This design comes from an exercise in tuning for a short achievable clock period and few clock cycles on the open sky130 flow, not from production work.
RTL that was checked went through simulation tests only; none was proved equivalent to the original.
Power figures rest on the tool's default switching activity, not on a simulated workload.

==> run B <==
==> flow/design.v (excerpt) <==
module y86cpu(
    input   wire                clk,
    input   wire                rst,
    input   wire[47:0]      rom_data_i,
    input   wire[31:0]         mem_data_i,
    output  wire                mem_read_o,
    output  wire                mem_write_o,
    output  wire[31:0]         mem_addr_o,
    output  wire[31:0]         mem_data_o,
    output  wire[31:0]         rom_addr_o,
    output  wire                halted_o
);
    reg [31:0]  N_valC, N_p1, N_p2, N_p5, N_p6, N_ret;
    reg [5:0]   N_sel;               
    reg         BR;                  
    reg [2:0]   ras_ptr;
    reg [31:0]  ras [0:7];
    reg [7:0]   ras_v;
    reg         zf, sf, of;
    reg         halted;
    reg         redir;
    reg [31:0]  redir_pc;
    reg [2:0]   redir_ptr;
    reg         D_valid;
    reg [3:0]   D_icode, D_ifun;
    reg [3:0]   D_srcA, D_srcB, D_dstE, D_dstM;
    reg [31:0]  D_valC, D_pred;
    reg         D_unres, D_ptaken;
    reg [2:0]   D_ptr;
    reg         E_valid;
    reg [3:0]   E_icode, E_ifun, E_dstE, E_dstM;
    reg [31:0]  E_aluA, E_aluB, E_valA, E_pred;
    reg         E_lateA;             
    reg         E_setcc, E_rr, E_load, E_halt;
    reg         E_fsum, E_fdiff, E_fand, E_fxor;
    reg         E_addrA;
    reg [2:0]   E_ptr;
    reg         M_valid;
    reg [3:0]   M_icode, M_dstE, M_dstM;
    reg [31:0]  M_valA, M_valE, M_addr, M_pred;
    reg [2:0]   M_ptr;
    reg [31:0]  regs [0:7];
    wire kill = redir | halted;
    wire Dv = D_valid & ~kill;
    wire Ev = E_valid & ~kill;
    wire Mv = M_valid & ~kill;
    function [31:0] ks_add(input [31:0] a, input [31:0] b, input cin);
        reg [31:0] g, p, gg, pp, gn, pn;
        integer i, d;
        begin
            g  = a & b;
            p  = a ^ b;
            gg = g;
  ...
clock: 7.0 ns
lec_check: 0
cap_margin: 20
core_margin: 2
core_utilization: 40
setup_slack_margin: 3.5
slew_margin: 20
tns_end_percent: 100
run.sh (not shown) runs the stock make flow with config.mk's settings and CLKGATE_MAP_FILE= SYNTH_SCRIPT=/design/flow/synth_recipe.tcl, a recipe that flattens the netlist after the stock synthesis.
==> inputs of run C, as changes to run B <==
--- a/flow/design.v
+++ b/flow/design.v
@@ -7,22 +7,22 @@
     output  wire                mem_write_o,
     output  wire[31:0]         mem_addr_o,
     output  wire[31:0]         mem_data_o,
     output  wire[31:0]         rom_addr_o,
     output  wire                halted_o
 );
-    reg [31:0]  N_valC, N_p1, N_p2, N_p5, N_p6, N_ret;
-    reg [5:0]   N_sel;               
+    reg [31:0]  F_pc;                
+    reg [31:0]  N_p5;                
     reg         BR;                  
     reg [2:0]   ras_ptr;
     reg [31:0]  ras [0:7];
     reg [7:0]   ras_v;
-    reg         zf, sf, of;
+    reg         zf, lt;              
+    reg         zfp, ltp;            
     reg         halted;
     reg         redir;
-    reg [31:0]  redir_pc;
     reg [2:0]   redir_ptr;
     reg         D_valid;
     reg [3:0]   D_icode, D_ifun;
     reg [3:0]   D_srcA, D_srcB, D_dstE, D_dstM;
     reg [31:0]  D_valC, D_pred;
     reg         D_unres, D_ptaken;
@@ -32,22 +32,22 @@
     reg [31:0]  E_aluA, E_aluB, E_valA, E_pred;
     reg         E_lateA;             
     reg         E_setcc, E_rr, E_load, E_halt;
     reg         E_fsum, E_fdiff, E_fand, E_fxor;
     reg         E_addrA;
     reg [2:0]   E_ptr;
-    reg         M_valid;
+    reg         M_valid, M_rd, M_wr;
     reg [3:0]   M_icode, M_dstE, M_dstM;
     reg [31:0]  M_valA, M_valE, M_addr, M_pred;
     reg [2:0]   M_ptr;
     reg [31:0]  regs [0:7];
     wire kill = redir | halted;
     wire Dv = D_valid & ~kill;
     wire Ev = E_valid & ~kill;
     wire Mv = M_valid & ~kill;
-    function [31:0] ks_add(input [31:0] a, input [31:0] b, input cin);
+    function [32:0] ks_add(input [31:0] a, input [31:0] b, input cin);
         reg [31:0] g, p, gg, pp, gn, pn;
         integer i, d;
         begin
             g  = a & b;
             p  = a ^ b;
             gg = g;
@@ -63,56 +63,59 @@
                         pn[i] = pp[i];
                     end
                 end
                 gg = gn;
                 pp = pn;
             end
-            ks_add = p ^ {gg[30:0], cin};
+            ks_add = {gg[30], p ^ {gg[30:0], cin}};
         end
     endfunction
-    function cond_eval(input [3:0] fn, input z, input s, input o);
+    function cond_eval(input [3:0] fn, input z, input l);
         case (fn)
             4'H0:   cond_eval = 1'b1;
-            4'H1:   cond_eval = (s ^ o) | z;
-            4'H2:    cond_eval = (s ^ o);
+            4'H1:   cond_eval = l | z;
+            4'H2:    cond_eval = l;
             4'H3:    cond_eval = z;
             4'H4:   cond_eval = ~z;
-            4'H5:   cond_eval = ~(s ^ o);
-            4'H6:    cond_eval = ~(s ^ o) & ~z;
+            4'H5:   cond_eval = ~l;
+            4'H6:    cond_eval = ~l & ~z;
             default: cond_eval = 1'b0;
         endcase
     endfunction
-    wire e_cnd = cond_eval(E_ifun, zf, sf, of);
+    wire e_cnd = cond_eval(E_ifun, zf, lt);
     wire brmis = BR;
-    wire [31:0] e_add = ks_add(E_aluB, E_aluA, 1'b0);
-    wire [31:0] e_sub = ks_add(E_aluB, ~E_aluA, 1'b1);
+    wire [32:0] e_add33 = ks_add(E_aluB, E_aluA, 1'b0);
+    wire [31:0] e_add = e_add33[31:0];
+    wire [32:0] e_sub33 = ks_add(E_aluB, ~E_aluA, 1'b1);
+    wire [31:0] e_sub = e_sub33[31:0];
     wire [31:0] e_and = E_aluB & E_aluA;
     wire [31:0] e_xor = E_aluB ^ E_aluA;
     wire [31:0] e_valE = ({32{E_fsum}}  & e_add) | ({32{E_fdiff}} & e_sub) |
                          ({32{E_fand}}  & e_and) | ({32{E_fxor}}  & e_xor);
     wire [3:0]  e_dstE = (E_rr & ~e_cnd) ? 4'HF : E_dstE;
     wire [31:0] e_or  = E_aluB | E_aluA;
     wire        z_add = &(~(e_xor ^ {e_or[30:0], 1'b0}));
     wire        z_eq  = ~|e_xor;
     wire        z_and = ~|e_and;
     wire        n_zf  = (E_fsum & z_add) | ((E_fdiff | E_fxor) & z_eq) | (E_fand & z_and);
-    wire        n_sf  = e_valE[31];
-    wire        n_of  = E_fsum  ? ((E_aluA[31] == E_aluB[31]) & (e_add[31] != E_aluA[31])) :
-                        E_fdiff ? ((E_aluA[31] != E_aluB[31]) & (e_sub[31] != E_aluB[31])) : 1'b0;
+    wire        lt_add = (E_aluA[31] == E_aluB[31]) ? E_aluB[31] : ~e_add33[32];
+    wire        lt_sub = (E_aluA[31] != E_aluB[31]) ? E_aluB[31] : ~e_sub33[32];
+    wire        n_lt  = (E_fsum & lt_add) | (E_fdiff & lt_sub) | ((E_fand | E_fxor) & e_valE[31]);
     wire M_isRet   = M_icode == 4'H9;
     wire M_isStore = (M_icode == 4'H4) | (M_icode == 4'HA) | (M_icode == 4'H8);
     wire M_isRead  = (M_icode == 4'H5) | (M_icode == 4'HB) | M_isRet;
-    assign mem_read_o  = Mv & M_isRead;
-    assign mem_write_o = Mv & M_isStore;
+    assign mem_read_o  = M_rd;
+    assign mem_write_o = M_wr;
     assign mem_addr_o  = M_addr;
     assign mem_data_o  = M_valA;
     wire mismatch = Mv & M_isRet & (mem_data_i != M_pred);
     wire cc_sel = Ev & E_setcc;
     wire c_zf = cc_sel ? n_zf : zf;
-    wire c_sf = cc_sel ? n_sf : sf;
-    wire c_of = cc_sel ? n_of : of;
+    wire c_lt = cc_sel ? n_lt : lt;
+    wire r_zf = redir ? zfp : zf;
+    wire r_lt = redir ? ltp : lt;
     wire [31:0] rvalA = regs[D_srcA[2:0]];
     wire [31:0] rvalB = regs[D_srcB[2:0]];
     wire hitEA  = Ev & ~D_srcA[3] & (D_srcA == e_dstE);
     wire hitMMA = Mv & ~D_srcA[3] & (D_srcA == M_dstM);
     wire hitMEA = Mv & ~D_srcA[3] & (D_srcA == M_dstE);
     wire hitEB  = Ev & ~D_srcB[3] & (D_srcB == e_dstE);
@@ -136,41 +139,39 @@
     wire [31:0] d_aluB  = (~D_noB & hitEB) ? e_valE : (D_noB ? 32'd0 : oldB);
     wire D_store  = (D_icode == 4'H4) | (D_icode == 4'HA);
     wire luA      = E_load & (E_dstM == D_srcA) & ~D_srcA[3];
     wire luB      = E_load & (E_dstM == D_srcB) & ~D_srcB[3];
     wire stall    = Dv & Ev & ((luA & ~D_store) | luB);
     wire lateA    = Ev & luA & D_store;
-    wire [31:0] F_seq = ({32{N_sel[0]}} & N_valC) | ({32{N_sel[1]}} & N_p1) |
-                        ({32{N_sel[2]}} & N_p2)   | ({32{N_sel[3]}} & N_p5) |
-                        ({32{N_sel[4]}} & N_p6)   | ({32{N_sel[5]}} & N_ret);
-    wire selR = redir;
-    wire selE = brmis;                   
-    wire selF = ~redir & ~brmis;
-    wire [31:0] f_pc = ({32{selR}} & redir_pc) | ({32{selE}} & E_valA) | ({32{selF}} & F_seq);
+    wire [31:0] f_pc = ({32{brmis}} & E_valA) | ({32{~brmis}} & F_pc);
     assign rom_addr_o = f_pc;
     wire [3:0]  f_icode = rom_data_i[47:44];
     wire [3:0]  f_ifun  = rom_data_i[43:40];
     wire [3:0]  f_rA    = rom_data_i[39:36];
     wire [3:0]  f_rB    = rom_data_i[35:32];
     wire [31:0] f_valC_j = {rom_data_i[15:8], rom_data_i[23:16], rom_data_i[31:24], rom_data_i[39:32]};
     wire [31:0] f_valC_r = {rom_data_i[7:0], rom_data_i[15:8], rom_data_i[23:16], rom_data_i[31:24]};
     wire        f_isJC   = (f_icode == 4'H7) | (f_icode == 4'H8);
     wire [31:0] f_valC   = f_isJC ? f_valC_j : f_valC_r;
-    wire [31:0] f_pc1 = ks_add(f_pc, 32'd1, 1'b0);
-    wire [31:0] f_pc2 = ks_add(f_pc, 32'd2, 1'b0);
-    wire [31:0] f_pc5 = ks_add(f_pc, 32'd5, 1'b0);
-    wire [31:0] f_pc6 = ks_add(f_pc, 32'd6, 1'b0);
+    wire [32:0] f_pc1x = ks_add(f_pc, 32'd1, 1'b0);
+    wire [31:0] f_pc1 = f_pc1x[31:0];
+    wire [32:0] f_pc2x = ks_add(f_pc, 32'd2, 1'b0);
+    wire [31:0] f_pc2 = f_pc2x[31:0];
+    wire [32:0] f_pc5x = ks_add(f_pc, 32'd5, 1'b0);
+    wire [31:0] f_pc5 = f_pc5x[31:0];
+    wire [32:0] f_pc6x = ks_add(f_pc, 32'd6, 1'b0);
+    wire [31:0] f_pc6 = f_pc6x[31:0];
     wire f_len2 = (f_icode == 4'H2) | (f_icode == 4'H6) | (f_icode == 4'HA) | (f_icode == 4'HB);
     wire f_len6 = (f_icode == 4'H3) | (f_icode == 4'H4) | (f_icode == 4'H5);
     wire f_len5 = (f_icode == 4'H7) | (f_icode == 4'H8);
     wire f_len1 = ~f_len2 & ~f_len6 & ~f_len5;
     wire D_isOP     = D_icode == 4'H6;
     wire cc_settled = ~(Dv & D_isOP) & ~(Ev & E_setcc);
     wire f_known    = (f_ifun == 4'H0) | cc_settled;
     wire f_ptaken   = (f_ifun != 4'H3);
-    wire f_jtaken   = f_known ? cond_eval(f_ifun, zf, sf, of) : f_ptaken;
+    wire f_jtaken   = f_known ? cond_eval(f_ifun, r_zf, r_lt) : f_ptaken;
     reg [3:0] f_srcA, f_srcB, f_dstE, f_dstM;
     always @(*) begin
         f_srcA = 4'HF; f_srcB = 4'HF; f_dstE = 4'HF; f_dstM = 4'HF;
         case (f_icode)
             4'H2: begin f_srcA = f_rA; f_dstE = f_rB; end
             4'H3: begin f_dstE = f_rB; end
@@ -200,52 +201,58 @@
             4'H9:   f_ptr = pushknow ? ras_base : ras_dn;
             default: f_ptr = ras_base;
         endcase
     end
     wire f_isJ   = f_icode == 4'H7;
     wire f_isRet = f_icode == 4'H9;
-    wire [5:0] f_sel = {f_isRet, f_len6, f_isJ & ~f_jtaken, f_len2, f_len1 & ~f_isRet,
-                        (f_isJ & f_jtaken) | (f_icode == 4'H8)};
+    wire s_valC  = (f_isJ & f_jtaken) | (f_icode == 4'H8);
+    wire s_p5    = f_isJ & ~f_jtaken;
+    wire s_p1    = f_len1 & ~f_isRet;
+    wire [31:0] f_seq = ({32{s_valC}}  & f_valC_j) | ({32{s_p1}}   & f_pc1) |
+                        ({32{f_len2}}  & f_pc2)    | ({32{s_p5}}   & f_pc5) |
+                        ({32{f_len6}}  & f_pc6)    | ({32{f_isRet}} & ret_pred);
     always @(posedge clk) begin
         if (rst) begin
-            N_sel   <= 6'b000001;
-            N_valC  <= 32'd0;
+            F_pc    <= 32'd0;
             ras_ptr <= 3'd0;
             ras_v   <= 8'd0;
-        end else if (~stall) begin
-            N_sel   <= f_sel;
-            N_valC  <= f_valC_j;
-            N_p1    <= f_pc1;
-            N_p2    <= f_pc2;
+        end else begin
+            if (mismatch)
+                F_pc <= mem_data_i;
+            else if (~stall)
+                F_pc <= f_seq;
+        end
+        if (~rst & ~stall) begin
             N_p5    <= f_pc5;
-            N_p6    <= f_pc6;
-            N_ret   <= ret_pred;
             ras_ptr <= f_ptr;
             if (f_icode == 4'H8) begin
                 ras_v[ras_up] <= 1'b1;
                 ras[ras_up]   <= f_pc5;
             end
         end
     end
     always @(posedge clk) begin
         if (rst) begin
-            zf <= 1'b1; sf <= 1'b0; of <= 1'b0;
-        end else if (cc_sel & ~mismatch) begin
-            zf <= n_zf; sf <= n_sf; of <= n_of;
+            zf <= 1'b1; lt <= 1'b0;
+        end else if (redir) begin
+            zf <= zfp; lt <= ltp;
+        end else if (cc_sel) begin
+            zf <= n_zf; lt <= n_lt;
         end
+        zfp <= zf;
+        ltp <= lt;
     end
     wire halt_now = Ev & E_halt & ~mismatch;
     always @(posedge clk) begin
         if (rst) begin
             redir  <= 1'b0;
             halted <= 1'b0;
         end else begin
             redir  <= mismatch;
             halted <= halted | halt_now;
         end
-        redir_pc  <= mem_data_i;
         redir_ptr <= M_ptr;
     end
     always @(posedge clk) begin
         if (rst | halted) begin
             D_valid <= 1'b0;
         end else if (~stall) begin
@@ -260,15 +267,15 @@
             D_pred  <= ret_pred;
             D_unres <= (f_icode == 4'H7) & ~f_known;
             D_ptaken <= f_ptaken;
             D_ptr   <= f_ptr;
         end
     end
-    wire d_cnd = cond_eval(D_ifun, c_zf, c_sf, c_of);
+    wire d_cnd = cond_eval(D_ifun, c_zf, c_lt);
     always @(posedge clk)
-        BR <= ~rst & Dv & ~stall & ~brmis & ~mismatch & ~halt_now &
+        BR <= ~rst & Dv & ~stall & ~brmis & ~mismatch & ~(Ev & E_halt) &
               (D_icode == 4'H7) & D_unres & (d_cnd != D_ptaken);
     always @(posedge clk) begin
         E_valid <= ~rst & Dv & ~stall & ~brmis;
         E_icode <= D_icode;
         E_ifun  <= D_ifun;
         E_aluA  <= d_aluA;
@@ -288,12 +295,16 @@
         E_fdiff <= D_isOP & (D_ifun == 4'H1);
         E_fsum  <= ~(D_isOP & ((D_ifun == 4'H2) | (D_ifun == 4'H3) | (D_ifun == 4'H1)));
         E_addrA <= (D_icode == 4'HB) | (D_icode == 4'H9);
     end
     always @(posedge clk) begin
         M_valid <= ~rst & Ev;
+        M_rd    <= ~rst & Ev & ~mismatch & ~halt_now &
+                   ((E_icode == 4'H5) | (E_icode == 4'HB) | (E_icode == 4'H9));
+        M_wr    <= ~rst & Ev & ~mismatch & ~halt_now &
+                   ((E_icode == 4'H4) | (E_icode == 4'HA) | (E_icode == 4'H8));
         M_icode <= E_icode;
         M_valA  <= E_lateA ? mem_data_i : E_valA;
         M_valE  <= e_valE;
         M_addr  <= E_addrA ? E_valA : e_valE;
         M_dstE  <= e_dstE;
         M_dstM  <= E_dstM;
==> impl_metrics.json <==
{
  "postPlaceCellArea_mm2": 0.0603,
  "fmax_mhz": 265,
  "syn_inst": 4884,
  "comb-power_mw": 4.40,
  "yosysUniqueCellTypes": 103,
  "status": "no timing/DRC/antenna violations",
  "avgSynthCellArea_um2": 11.5,
  "pwr-share-seq": 0.432
}
That was run B.
==> impl_metrics.json <==
{
  "pwr-share-seq": 0.417,
  "status": "no timing/DRC/antenna violations",
  "syn_inst": 4723,
  "postPlaceCellArea_mm2": 0.0564
}
That was run C.
Testbench counts of run B, summed over its fixed seeds: cycles 56,719.
Function not checked in run C: the RTL went through the layout flow alone.

-- port drivers added, routing unchanged --
Ports are ideal in the flow. The routed layouts listed here were re-timed in OpenROAD.
Step 1 assumes that a clkbuf_16 drives the clock port and a buf_2 every other input.
Step 2 moves the port delays by t, midway between the first and last clock arrival at a register: inputs arrive t later, outputs are due t later. That takes back most of the time a late clock gives input paths.
a / b / c = ideal ports / drivers / drivers and shift; a / b = the first two.
| run | t, ns | setup slack, ns | cell pins on the clock port's net |
|---|---|---|---|
| run B | 0.837 | 3.222 / 3.142 / 2.726 | 1 |
| run C | 0.820 | 3.323 / 3.322 / 2.669 | 1 |
After both steps every run listed still meets setup and hold. For run C, which loses most, drivers alone change the setup slack by -0.001 ns; drivers and shift together by -0.654 ns.
